Background: an optimization exercise with open tools, aiming at small area and a short achievable clock period. Do not read the settings as production practice. No functional check of the RTL was part of any run shown here.

==> flow/design.v (outline; a module is shown in full before it is edited, if it fits) <==
// module pe: 1127 lines
// module systolic_array: 80 lines
module systolic_array #(
    parameter M           = 5,
    parameter N           = 3,
    parameter K           = 4,
    parameter DATA_WIDTH  = 32
) (
    input clk,
    input rst_n,
    input [DATA_WIDTH*M-1:0] X,
    input [DATA_WIDTH*K-1:0] W,
    output reg [DATA_WIDTH*M*K-1:0] Y,
    output done
);
  // ...
==> flow/flow/run.sh <==
#!/bin/bash
set -euo pipefail
export BUFFER_PORTS_ARGS="-buffer_cell sky130_fd_sc_hd__buf_2"
bash standard.sh > standard_make.log 2>&1
==> flow/standard.sh <==
#!/bin/bash
# synth_recipe.tcl (not shown) runs the flow's synth.tcl, then flattens the netlist and writes it again
# the make line also repeats each setting of config.mk as NAME=value (left out here)
make -C /OpenROAD-flow-scripts/flow DESIGN_CONFIG=/design/flow/config.mk WORK_HOME=/design/flow/orfs CLKGATE_MAP_FILE= SYNTH_SCRIPT=/design/flow/synth_recipe.tcl "${@:-finish}"
==> flow/config.mk <==
export PLATFORM = sky130hd
export DESIGN_NAME = systolic_array
export DESIGN_NICKNAME = systolic_array
export VERILOG_FILES = /design/flow/design.v
export SDC_FILE = /design/flow/constraint.sdc
export NUM_CORES = 8
export LEC_CHECK = 0
export ABC_AREA = 1
export CAP_MARGIN = 20
export CORE_MARGIN = 2
export CORE_UTILIZATION = 60
export PLACE_DENSITY = 0.7
export SETUP_SLACK_MARGIN = 5
export SLEW_MARGIN = 20
==> flow/constraint.sdc <==
create_clock -name core_clock -period 8.5 [get_ports {clk}]
set_input_delay 1.7000 -clock core_clock [delete_from_list [all_inputs] [get_ports {clk}]]
set_output_delay 1.7000 -clock core_clock [all_outputs]
set_load 0.01 [all_outputs]
==> impl_metrics.py, run 1 <==
metrics = {
    "outcome": {
        "status": "timing/DRC/antenna clean",
    },
    "global_route": {
        "grt-ovfl-total": 0,
        "grt_max_degree": 98,
        "grt_pass1_vias": 95900,
        "grt_antenna_before_repair": 50,
    },
    "layout": {
        "layout.cells.non_filler": 15900,
        "dominant_cells": "multi-input gates",
        "clkbuf_count": 279,
        "synthToLayoutAreaGrowth_pct": 21.3,
        "multi_input_area_share": 0.440,
        "n_all_buffers": 1535,
        "final_area_sq_mm": 0.149,
    },
    "min_path": {
        "hold_depth": 0,
    },
    "timing": {
        "skew_ns": 0.0620,
        "fin_crit_sh": 0.433,
        "period_minus_slack_ns": 3.68,
        "max_freq_ghz": 0.272,
    },
    "yosys": {
        "synth_top_area_frac": 0.256,
        "synth-edff-count": 640,
        "synth_adder_area_share": 0.216,
        "synthCells": 11900,
        "yosys.area_share.xor_xnor": 0.110,
        "yosys-top-cells-count": "inv_1 (1880), dfxtp_1 (1570), xor2_1 (1438)",
    },
    "route": {
        "postRouteAntennaNets": 0,
    },
    "floorplan": {
        "die_y_um": 456,
    },
    "critical_path": {
        "cpPeakStageDelay_ns": 0.50,
        "arrival_ns": 4.47,
        "cp_cell_sequence": "buf_12 -> nand2_8 -> nor2_4 -> a21oi_4 -> buf_12 -> o22ai_2 -> xor2_1 -> fa_1 -> inv_1 -> fa_2 -> fa_1 -> inv_1 -> fa_1",
        "setup.worst_path.end_class": "register",
        "startpoint": "row[1].xr0[3]$_DFF_P_",
        "criticalPathCategory": "reg2reg",
        "cp.depth": 13,
        "start_kind": "register",
    },
    "placed_design": {
        "place_ws_ns": 3.62,
    },
    "clocking": {
        "cts_made_buffers": 218,
    },
}
==> module systolic_array, before the edit <==
module systolic_array #(
    parameter M           = 5,
    parameter N           = 3,
    parameter K           = 4,
    parameter DATA_WIDTH  = 32
) (
    input clk,
    input rst_n,
    input [DATA_WIDTH*M-1:0] X,
    input [DATA_WIDTH*K-1:0] W,
    output reg [DATA_WIDTH*M*K-1:0] Y,
    output done
);
reg [3:0] cnt;
reg done_q;
always @(posedge clk or negedge rst_n) begin
    if (!rst_n) begin
        cnt <= 4'd0;
        done_q <= 1'b0;
    end else begin
        if (cnt != 4'd15) cnt <= cnt + 4'd1;
        if (cnt == 4'd13) done_q <= 1'b1;
    end
end
assign done = done_q;
reg [2:0] ld;     
reg [M-1:0] clr;  
reg [3:0] wy;     
always @(posedge clk or negedge rst_n) begin
    if (!rst_n) begin
        ld <= 3'b001;
        clr <= {M{1'b0}};
        wy <= 4'd0;
    end else begin
        ld <= {cnt == 4'd1, cnt == 4'd0, 1'b0};
        clr <= {M{(cnt == 4'd0) | (cnt == 4'd1) | (cnt == 4'd6) | (cnt == 4'd7)}};
        wy[0] <= (cnt == 4'd5);
        wy[1] <= (cnt == 4'd6);
        wy[2] <= (cnt == 4'd11);
        wy[3] <= (cnt == 4'd12);
    end
end
wire ldany = |ld;
reg [31:0] wq [0:9];
wire [31:0] wq0_d = (ld[0] | ld[2]) ? W[0 +: 32] : ld[1] ? W[32 +: 32] : wq[1];
integer q;
always @(posedge clk) begin
    for (q = 0; q < 9; q = q + 1) wq[q] <= wq[q+1];
    if (ld[0] | ld[2]) begin
        wq[0] <= W[0 +: 32];  wq[3] <= W[32 +: 32];
        wq[6] <= W[64 +: 32]; wq[9] <= W[96 +: 32];
    end else if (ld[1]) begin
        wq[0] <= W[32 +: 32]; wq[3] <= W[0 +: 32];
        wq[6] <= W[96 +: 32]; wq[9] <= W[64 +: 32];
    end else begin
        wq[9] <= W[64 +: 32];
    end
end
genvar i;
generate
    for (i = 0; i < M; i = i + 1) begin : row
        reg [31:0] xr0, xr1, xr2;
        always @(posedge clk) begin
            xr0 <= ldany ? X[32*i +: 32] : xr1;
            xr1 <= xr2;
            xr2 <= xr0;
        end
        reg [31:0] wl;
        always @(posedge clk) wl <= wq0_d;
        wire [31:0] sum;
        pe u (.clk(clk), .x(xr0), .w(wl), .clr(clr[i]), .sum(sum));
        always @(posedge clk) begin
            if (wy[0]) Y[32*(4*i+0) +: 32] <= sum;
            if (wy[1]) Y[32*(4*i+1) +: 32] <= sum;
            if (wy[2]) Y[32*(4*i+2) +: 32] <= sum;
            if (wy[3]) Y[32*(4*i+3) +: 32] <= sum;
        end
    end
endgenerate
endmodule
==> inputs of run 2 (changes only) <==
--- a/flow/design.v
+++ b/flow/design.v
@@ -1,15 +1,17 @@
 module pe (
     input clk,
     input [31:0] x,       
-    input [31:0] w,       
+    input [31:0] wd,      
     input clr,            
     output [31:0] sum     
 );
+  reg [31:0] w;
+  always @(posedge clk) w <= wd;
   reg [31:0] acc;        
   wire [31:0] accm = clr ? 32'd0 : acc;
   wire neg0 = x[1];
   wire one0 = x[0] ^ 1'b0;
   wire two0 = (x[1] & ~x[0] & ~1'b0) | (~x[1] & x[0] & 1'b0);
   wire neg1 = x[3];
   wire one1 = x[2] ^ x[1];
   wire two1 = (x[3] & ~x[2] & ~x[1]) | (~x[3] & x[2] & x[1]);
@@ -1187,20 +1189,18 @@
 generate
     for (i = 0; i < M; i = i + 1) begin : row
         reg [31:0] xr0, xr1, xr2;
         always @(posedge clk) begin
             xr0 <= ldany ? X[32*i +: 32] : xr1;
             xr1 <= xr2;
             xr2 <= xr0;
         end
-        reg [31:0] wl;
-        always @(posedge clk) wl <= wq0_d;
         wire [31:0] sum;
-        pe u (.clk(clk), .x(xr0), .w(wl), .clr(clr[i]), .sum(sum));
+        pe u (.clk(clk), .x(xr0), .wd(wq0_d), .clr(clr[i]), .sum(sum));
         always @(posedge clk) begin
             if (wy[0]) Y[32*(4*i+0) +: 32] <= sum;
             if (wy[1]) Y[32*(4*i+1) +: 32] <= sum;
             if (wy[2]) Y[32*(4*i+2) +: 32] <= sum;
             if (wy[3]) Y[32*(4*i+3) +: 32] <= sum;
         end
     end
 endgenerate
==> flow/run.sh (new file) <==
#!/bin/bash
# synth_recipe.tcl (not shown) runs the flow's synth.tcl, then flattens the netlist and writes it again
# the make line also repeats each setting of config.mk as NAME=value (left out here)
make -C /OpenROAD-flow-scripts/flow DESIGN_CONFIG=/design/flow/config.mk WORK_HOME=/design/flow/orfs CLKGATE_MAP_FILE= SYNTH_SCRIPT=/design/flow/synth_recipe.tcl finish
--- a/flow/config.mk
+++ b/flow/config.mk
@@ -7,8 +7,9 @@
 export LEC_CHECK = 0
 export ABC_AREA = 1
 export CAP_MARGIN = 20
 export CORE_MARGIN = 2
 export CORE_UTILIZATION = 60
 export PLACE_DENSITY = 0.7
 export SETUP_SLACK_MARGIN = 5
 export SLEW_MARGIN = 20
+export SYNTH_HIERARCHICAL = 1
removed: flow/flow/run.sh
removed: flow/standard.sh
==> impl_metrics.py, run 2 <==
metrics = {
    "floorplan": {
        "die_w_um": 465,
        "initial_core_util": 0.602,
        "ioPinCount": 931,
        "fp-row-count": 169,
        "die_y_um": 465,
        "core_sq_mm": 0.212,
        "dieArea_sq_mm": 0.216,
    },
    "route": {
        "drt-total-wl_um": 424000,
        "wl_per_cell_um": 24.8,
        "dr.pass1.iters": 12,
        "drc": 0,
        "postRouteAntennaNets": 0,
        "vias": 98800,
        "drtIter0Drc": 11000,
        "vias_per_cell": 5.79,
    },
    "min_path": {
        "hold_depth": 0,
        "whs_endpoint": "row[3].xr1[10]$_DFF_P_",
        "min_path_type": "reg2reg",
        "min_from": "row[3].xr2[10]$_DFF_P_",
    },
    "yosys": {
        "syn-cell-area_sq_mm": 0.127,
        "synth_cell_types": 49,
        "synth_top_area_cell": "dfxtp_1",
        "ys_top_cells_by_area": "dfxtp_1 (27%), fa_1 (18%), edfxtp_1 (15%)",
        "synth.net_count": 14500,
        "synth.area.mux_share": 0,
        "syn_area_per_cell_sq_um": 9.98,
        "synth_top_family_by_area": "adder cells",
        "synth-edff-count": 640,
        "synth_seq_cells": 2361,
        "synthArstFlopShare": 0.00551,
        "yosys.area_share.simple": 0.0906,
        "yosysWarnings": 9,
        "synthCells": 12800,
        "synth-main-ff-cell": "dfxtp_1",
        "yosys-top-cells-count": "inv_1 (2171), nand2_1 (1828), dfxtp_1 (1708)",
        "synth-compound-area-share": 0.0812,
        "synth.yosys.seq_area_share": 0.422,
        "yosys.area_share.xor_xnor": 0.106,
        "synth.most_common_cell": "inv_1",
        "synth_top_area_frac": 0.268,
        "synth_adder_area_share": 0.208,
    },
    "timing": {
        "rsz0062_at_grt": "yes",
        "setup_violations": 0,
        "tns_ns": 0,
        "max_freq_ghz": 0.271,
        "tightest_slew_ns": 1.19,
        "period_minus_slack_ns": 3.69,
        "finalHoldViolCount": 0,
        "skew_ns": 0.0784,
        "relSlewSlack": 0.203,
        "fin_crit_sh": 0.434,
        "maxSlewViolCount": 0,
    },
    "layout": {
        "final_area_sq_mm": 0.158,
        "largest_reg_flops": 640,
        "reg.largest.list": "Y (640), wq (288)",
        "final-seq-area_sq_mm": 0.0539,
        "top_register": "Y",
        "synthToLayoutAreaGrowth_pct": 23.9,
        "final_common_cell": "inv_1",
        "nNetsFinal": 15700,
        "final_cell_mix": "inv_1 (2075), nand2_1 (1668), dfxtp_1 (1626), xor2_1 (1333), fa_1 (1074)",
        "multiInputGateArea_sq_mm": 0.0664,
        "fillers": 14700,
        "layout.cells.non_filler": 17100,
        "drive_gt1_frac": 0.152,
    },
    "clocking": {
        "clk_latency_ns": 0.94,
        "cts.clk_slew.worst_paths_ns": 0.07,
        "clock_sinks": 2361,
        "cts.hold.buffers_added": 0,
        "ctsRootBufferMaster": "clkbuf_16",
        "cts.path.max_buffers": 3,
        "cts_tree": "done",
        "cts_htree_levels": 4,
        "cts_made_buffers": 235,
    },
    "critical_path": {
        "crit_slowest_cell": "fa_1",
        "rrSetupSlack_ns": 4.81,
        "start_kind": "register",
        "crit_required_ns": 9.33,
        "criticalPathCategory": "reg2reg",
        "cpPeakStageDelay_ns": 0.60,
        "arrival_ns": 4.51,
        "setup.worst_path.end_class": "register",
        "regToRegStartpoint": "row[4].xr0[10]$_DFF_P_",
        "rr_worst_depth": 13,
        "cp_top_family": "adder cells",
        "cp_cell_sequence": "nor2_1 -> nor2_4 -> clkinvlp_4 -> buf_4 -> buf_4 -> o22ai_1 -> xor2_1 -> ha_1 -> fa_1 -> inv_1 -> fa_1 -> inv_1 -> fa_2",
        "crit_buf_inv": 5,
        "r2r-end": "row[4].u.ra_28_3$_DFF_P_",
        "crit_fanout": 5,
    },
    "job": {
        "cap_viol_max_count": 0,
    },
    "global_route": {
        "grt-ovfl-total": 0,
        "grt_pass1_vias": 98700,
        "grt_pass1_wl_um": 617000,
        "grt_max_degree": 135,
        "grt_usage": 0.380,
        "grt_antenna_before_repair": 59,
    },
    "placed_design": {
        "placedInstanceArea_sq_mm": 0.138,
        "place_congestion": 0.966,
        "dpl.hpwl_um": 286000,
        "io_buffers": 930,
        "dp_cells": 16000,
    },
    "outcome": {
        "status": "timing/DRC/antenna clean",
    },
}
[run 2: changes by cell type after synthesis, moves of 92 or more]
cell	change
dfxtp_1	+138
mux2_2	-191
inv_1	+291
nor2_1	-92
o21ai_0	-172
nand2_1	+756
nand3_1	+270
[run 2: cell families (layout without fill, tap and decap cells)]
kind of cell	count (synthesis)	count (layout)
adders and majority gates	1444	1444
DFF	2361	2361
AOI/OAI and AO/OA	1686	1686
and+or+nand+nor	2803	2811
xor gates and xnor gates	1535	1535
other	1	71
buffers and inverters	2946	4339
[run 2: layout make-up]
cell class / instances / share of cell area
flip-flops and latches: 2361 / 0.342
repair buffers: 1546 / 0.0995
multi-input cells: 7477 / 0.420
clock inverters: 146 / 0.0121
well taps: 2821 / 0.0223
diodes: 70 / 0.00111
clock buffers: 302 / 0.0417
repair inverters: 32 / 0.00132
inverters: 2313 / 0.0599
[run 2: repair_timing]
item                        CTS  global route
gates cloned                 80            10
pin swaps                   182           267
setup endpoints to repair  1120           528
resized for setup          1507           627
setup buffers               247           200
[run 2: worst max path at each step]
stage	end	cells past startpoint	slack (ns)	from
floorplan	row[0].u.ra_31_1$_DFF_P_	19	5.03	row[0].xr0[1]$_DFF_P_
detailed placement	row[4].u.ra_28_3$_DFF_P_	12	3.75	row[4].xr0[11]$_DFF_P_
finish	row[4].u.ra_28_3$_DFF_P_	13	4.81	row[4].xr0[10]$_DFF_P_
global placement	row[4].u.ra_28_3$_DFF_P_	12	3.91	row[4].xr0[11]$_DFF_P_
global route	row[2].u.ra_31_1$_DFF_P_	19	4.77	clr[0]$_DFF_PN0_
CTS	row[4].u.ra_30_3$_DFF_P_	13	4.87	row[4].xr0[7]$_DFF_P_
[run 2: stage by stage]
step	worst slack [ns]	hold WS, ns	utilization
6_report	4.81	0.291	0.746
2_1_floorplan	5.03	0.310	-
3_5_place_dp	3.75	0.312	0.653
3_3_place_gp	3.91	0.310	0.653
4_1_cts	4.87	0.281	0.724
5_1_grt	4.77	0.297	0.746
[run 2: metal layers]
| metal | track usage | vias to the layer above | wire length (um) | part of all wire |
|---|---|---|---|---|
| li1 | - | 42800 | - | - |
| met5 | 0 | - | 131 | 0.00031 |
| met1 | 0.499 | 48400 | 161000 | 0.38 |
| met3 | 0.0944 | 1531 | 45200 | 0.11 |
| met2 | 0.582 | 6054 | 190000 | 0.45 |
| met4 | 0.204 | 20 | 26800 | 0.063 |
[run 2: Yosys stat by module, one instance, submodules excluded]
module	times used	area (sq um)	flip-flops and latches	cells
systolic_array	1	40600	1421	2786
pe	5	17400	188	1998
[run 2: worst register-to-register path, cell delays in order, from the launching register on]
cell and delay (ns):
dfxtp_1 0.50, nor2_1 0.13, nor2_4 0.14, clkinvlp_4 0.18, buf_4 0.17, buf_4 0.15, o22ai_1 0.18, xor2_1 0.11
ha_1 0.26, fa_1 0.60, inv_1 0.07, fa_1 0.52, inv_1 0.06, fa_2 0.51
==> inputs of run 3 (changes only) <==
--- a/flow/config.mk
+++ b/flow/config.mk
@@ -10,6 +10,6 @@
 export CORE_MARGIN = 2
 export CORE_UTILIZATION = 60
 export PLACE_DENSITY = 0.7
-export SETUP_SLACK_MARGIN = 5
+export SETUP_SLACK_MARGIN = 4
 export SLEW_MARGIN = 20
 export SYNTH_HIERARCHICAL = 1
==> impl_metrics.py, run 3 <==
metrics = {
    "floorplan": {
        "initial_core_util": 0.602,
        "ioPinCount": 931,
        "die_w_um": 465,
        "fp-row-count": 169,
        "die_y_um": 465,
        "core_sq_mm": 0.212,
        "dieArea_sq_mm": 0.216,
    },
    "yosys": {
        "synth.yosys.seq_area_share": 0.422,
        "synthArstFlopShare": 0.00551,
        "syn-cell-area_sq_mm": 0.127,
        "synth.most_common_cell": "inv_1",
        "synth_top_area_cell": "dfxtp_1",
        "syn_area_per_cell_sq_um": 9.98,
        "synth.net_count": 14500,
        "synth_cell_types": 49,
        "yosysWarnings": 9,
        "synth-edff-count": 640,
        "synth-main-ff-cell": "dfxtp_1",
        "ys_top_cells_by_area": "dfxtp_1 (27%), fa_1 (18%), edfxtp_1 (15%)",
        "synth_seq_cells": 2361,
        "synthCells": 12800,
        "yosys-top-cells-count": "inv_1 (2171), nand2_1 (1828), dfxtp_1 (1708)",
        "synth_top_area_frac": 0.268,
    },
    "layout": {
        "largest_reg_flops": 640,
        "final_cell_mix": "inv_1 (2163), nand2_1 (1818), dfxtp_1 (1707), xor2_1 (1440), o22ai_1 (1190)",
        "reg.largest.list": "Y (640), wq (288)",
        "fillers": 15900,
        "nNetsFinal": 15200,
        "top_register": "Y",
        "drive_gt1_frac": 0.0561,
        "final_common_cell": "inv_1",
        "synthToLayoutAreaGrowth_pct": 14.8,
        "multiInputGateArea_sq_mm": 0.0620,
        "fin_util": 0.691,
        "final_area_sq_mm": 0.146,
        "final-seq-area_sq_mm": 0.0538,
    },
    "outcome": {
        "status": "timing/DRC/antenna clean",
    },
    "global_route": {
        "grt_pass1_wl_um": 578000,
        "grt_max_degree": 180,
        "grt_pass1_vias": 93800,
        "grt-ovfl-total": 0,
        "grt_antenna_before_repair": 54,
        "grt_usage": 0.353,
    },
    "timing": {
        "setup_violations": 0,
        "fin_ws_ns": 4.10,
        "tightest_slew_ns": 1.29,
        "finalHoldViolCount": 0,
        "relSlewSlack": 0.137,
        "skew_ns": 0.0591,
        "maxSlewViolCount": 0,
        "tns_ns": 0,
        "fin_crit_sh": 0.517,
        "period_minus_slack_ns": 4.40,
        "max_freq_ghz": 0.227,
        "rsz0062_at_grt": "no",
    },
    "critical_path": {
        "rr_worst_depth": 11,
        "crit_fanout": 19,
        "criticalPathCategory": "reg2reg",
        "cpPeakStageDelay_ns": 0.55,
        "crit_slowest_cell": "nand2_1",
        "crit_required_ns": 9.23,
        "setup.worst_path.end_class": "register",
        "cp_cell_sequence": "buf_4 -> inv_2 -> nand2_1 -> nand2_1 -> o22ai_1 -> xor2_1 -> fa_1 -> fa_1 -> fa_1 -> inv_1 -> fa_1",
        "crit_top_cell": "fa_1",
        "start_kind": "register",
        "arrival_ns": 5.13,
    },
    "min_path": {
        "hold_depth": 0,
        "min_path_type": "reg2reg",
    },
    "route": {
        "drt-total-wl_um": 387000,
        "drc": 0,
        "vias": 93400,
        "postRouteAntennaNets": 0,
        "drtIter0Drc": 9730,
        "wl_per_cell_um": 23.4,
        "vias_per_cell": 5.65,
        "dr.pass1.iters": 14,
    },
    "clocking": {
        "clk_latency_ns": 0.91,
        "cts.clk_slew.worst_paths_ns": 0.07,
        "cts.path.max_buffers": 3,
        "clock_sinks": 2361,
        "cts_tree": "done",
        "ctsRootBufferMaster": "clkbuf_16",
        "cts_made_buffers": 230,
        "cts_htree_levels": 4,
    },
    "placed_design": {
        "place_ws_ns": 3.31,
        "io_buffers": 930,
        "placedInstanceArea_sq_mm": 0.138,
        "dpl.hpwl_um": 283000,
        "place_congestion": 0.970,
    },
    "job": {
        "cap_viol_max_count": 0,
    },
}
==> run 3: cell counts after synthesis <==
Identical to the previous run, type by type.
==> run 3: metal layers <==
layer / up-vias / wire, um / GRT usage
met1: 45700 / 155000 / 0.475
met2: 5017 / 176000 / 0.545
met3: 978 / 36600 / 0.0751
met5: - / 52 / 0
met4: 8 / 19500 / 0.174
li1: 41700 / - / -
==> run 3: path summary, 6_finish.rpt <==
check | endpoint | slack, ns | start
max | row[2].u.ra_29_3$_DFF_P_ | 4.10 | row[2].xr0[15]$_DFF_P_
min | row[3].xr1[20]$_DFF_P_ | 0.29 | row[3].xr2[20]$_DFF_P_
max reg2reg | row[2].u.ra_29_3$_DFF_P_ | 4.10 | row[2].xr0[15]$_DFF_P_
min reg2reg | row[3].xr1[20]$_DFF_P_ | 0.29 | row[3].xr2[20]$_DFF_P_
max in group asynchronous | wy[2]$_DFF_PN0_ | 6.71 | rst_n
min in group asynchronous | done_q$_DFFE_PN0N_ | 1.24 | rst_n
==> run 3: cell type report <==
class	count	share of cell area
Timing Repair Buffer	1056	0.0708
Sequential cell	2361	0.367
Tap cell	2821	0.0241
Clock buffer	318	0.0441
Inverter	2313	0.0598
Multi-Input combinational cell	7469	0.424
Antenna cell	57	0.000975
Clock inverter	119	0.00910
==> run 3: logic make-up after synthesis <==
| kind of cell | after synthesis | synth area share |
|---|---|---|
| simple gates | 2803 | 0.0906 |
| flops | 2361 | 0.422 |
| compound gates | 1686 | 0.0812 |
| fa+ha+maj | 1444 | 0.208 |
| xor+xnor | 1535 | 0.106 |
| buf+inv | 2946 | 0.0925 |
| other cells | 1 | 0.0000294 |
==> run 3: what timing repair did <==
item,in CTS,in global routing
endpoints found under the hold margin,0,0
buffers inserted,0,9
setup endpoints to repair,36,25
resized for setup,4,23
hold buffers,0,0
==> run 3: through the flow <==
step | std cells | hold WS, ns
floorplan | 12800 | 0.310
global placement | 16000 | 0.310
detailed placement | 16000 | 0.312
CTS | 16400 | 0.291
global route | 16500 | 0.310
finish | 16500 | 0.290
==> run 3: per-module statistics from Yosys, one instance, submodules excluded <==
module	flip-flops and latches	area [sq um]
systolic_array	1421	40600
pe	188	17400
==> run 3: worst max-delay path: cells and delay by family (launching register included) <==
family | cells | cell delay [ns]
adder cells (fa/ha/maj) | 4 | 1.92
AND/OR/NAND/NOR | 2 | 0.70
buffers and inverters | 3 | 0.68
AO/OA/AOI/OAI | 1 | 0.39
flip-flops | 1 | 0.32
XOR/XNOR | 1 | 0.21

static timing again, ports no longer ideal:
In the flow no input, the clock included, has a driving cell. The finished layouts below were timed again as built, in two steps. Step 1: set_driving_cell puts a clkbuf_16 on clk and a buf_2 on each other input, an assumption about the parent block. Step 2, shift: input delay + t, output delay - t, t = (earliest + latest rising clock arrival at the registers) / 2. This alone moves slack from input paths to output paths. a / b / c = ideal / step 1 / step 2; a / b = the first two.
| run | t, ns | slack for setup (ns) | worst setup path after step 2 | worst slew at a driven data input, ns |
|---|---|---|---|---|
| run 1 | 1.011 | 4.822 / 4.822 / 4.822 | register to register | 0.11 |
| run 2 | 1.003 | 4.815 / 4.815 / 4.815 | register to register | 0.18 |
| run 3 | 0.985 | 4.103 / 4.103 / 4.103 | register to register | 0.17 |
After both steps every run listed still meets setup and hold.
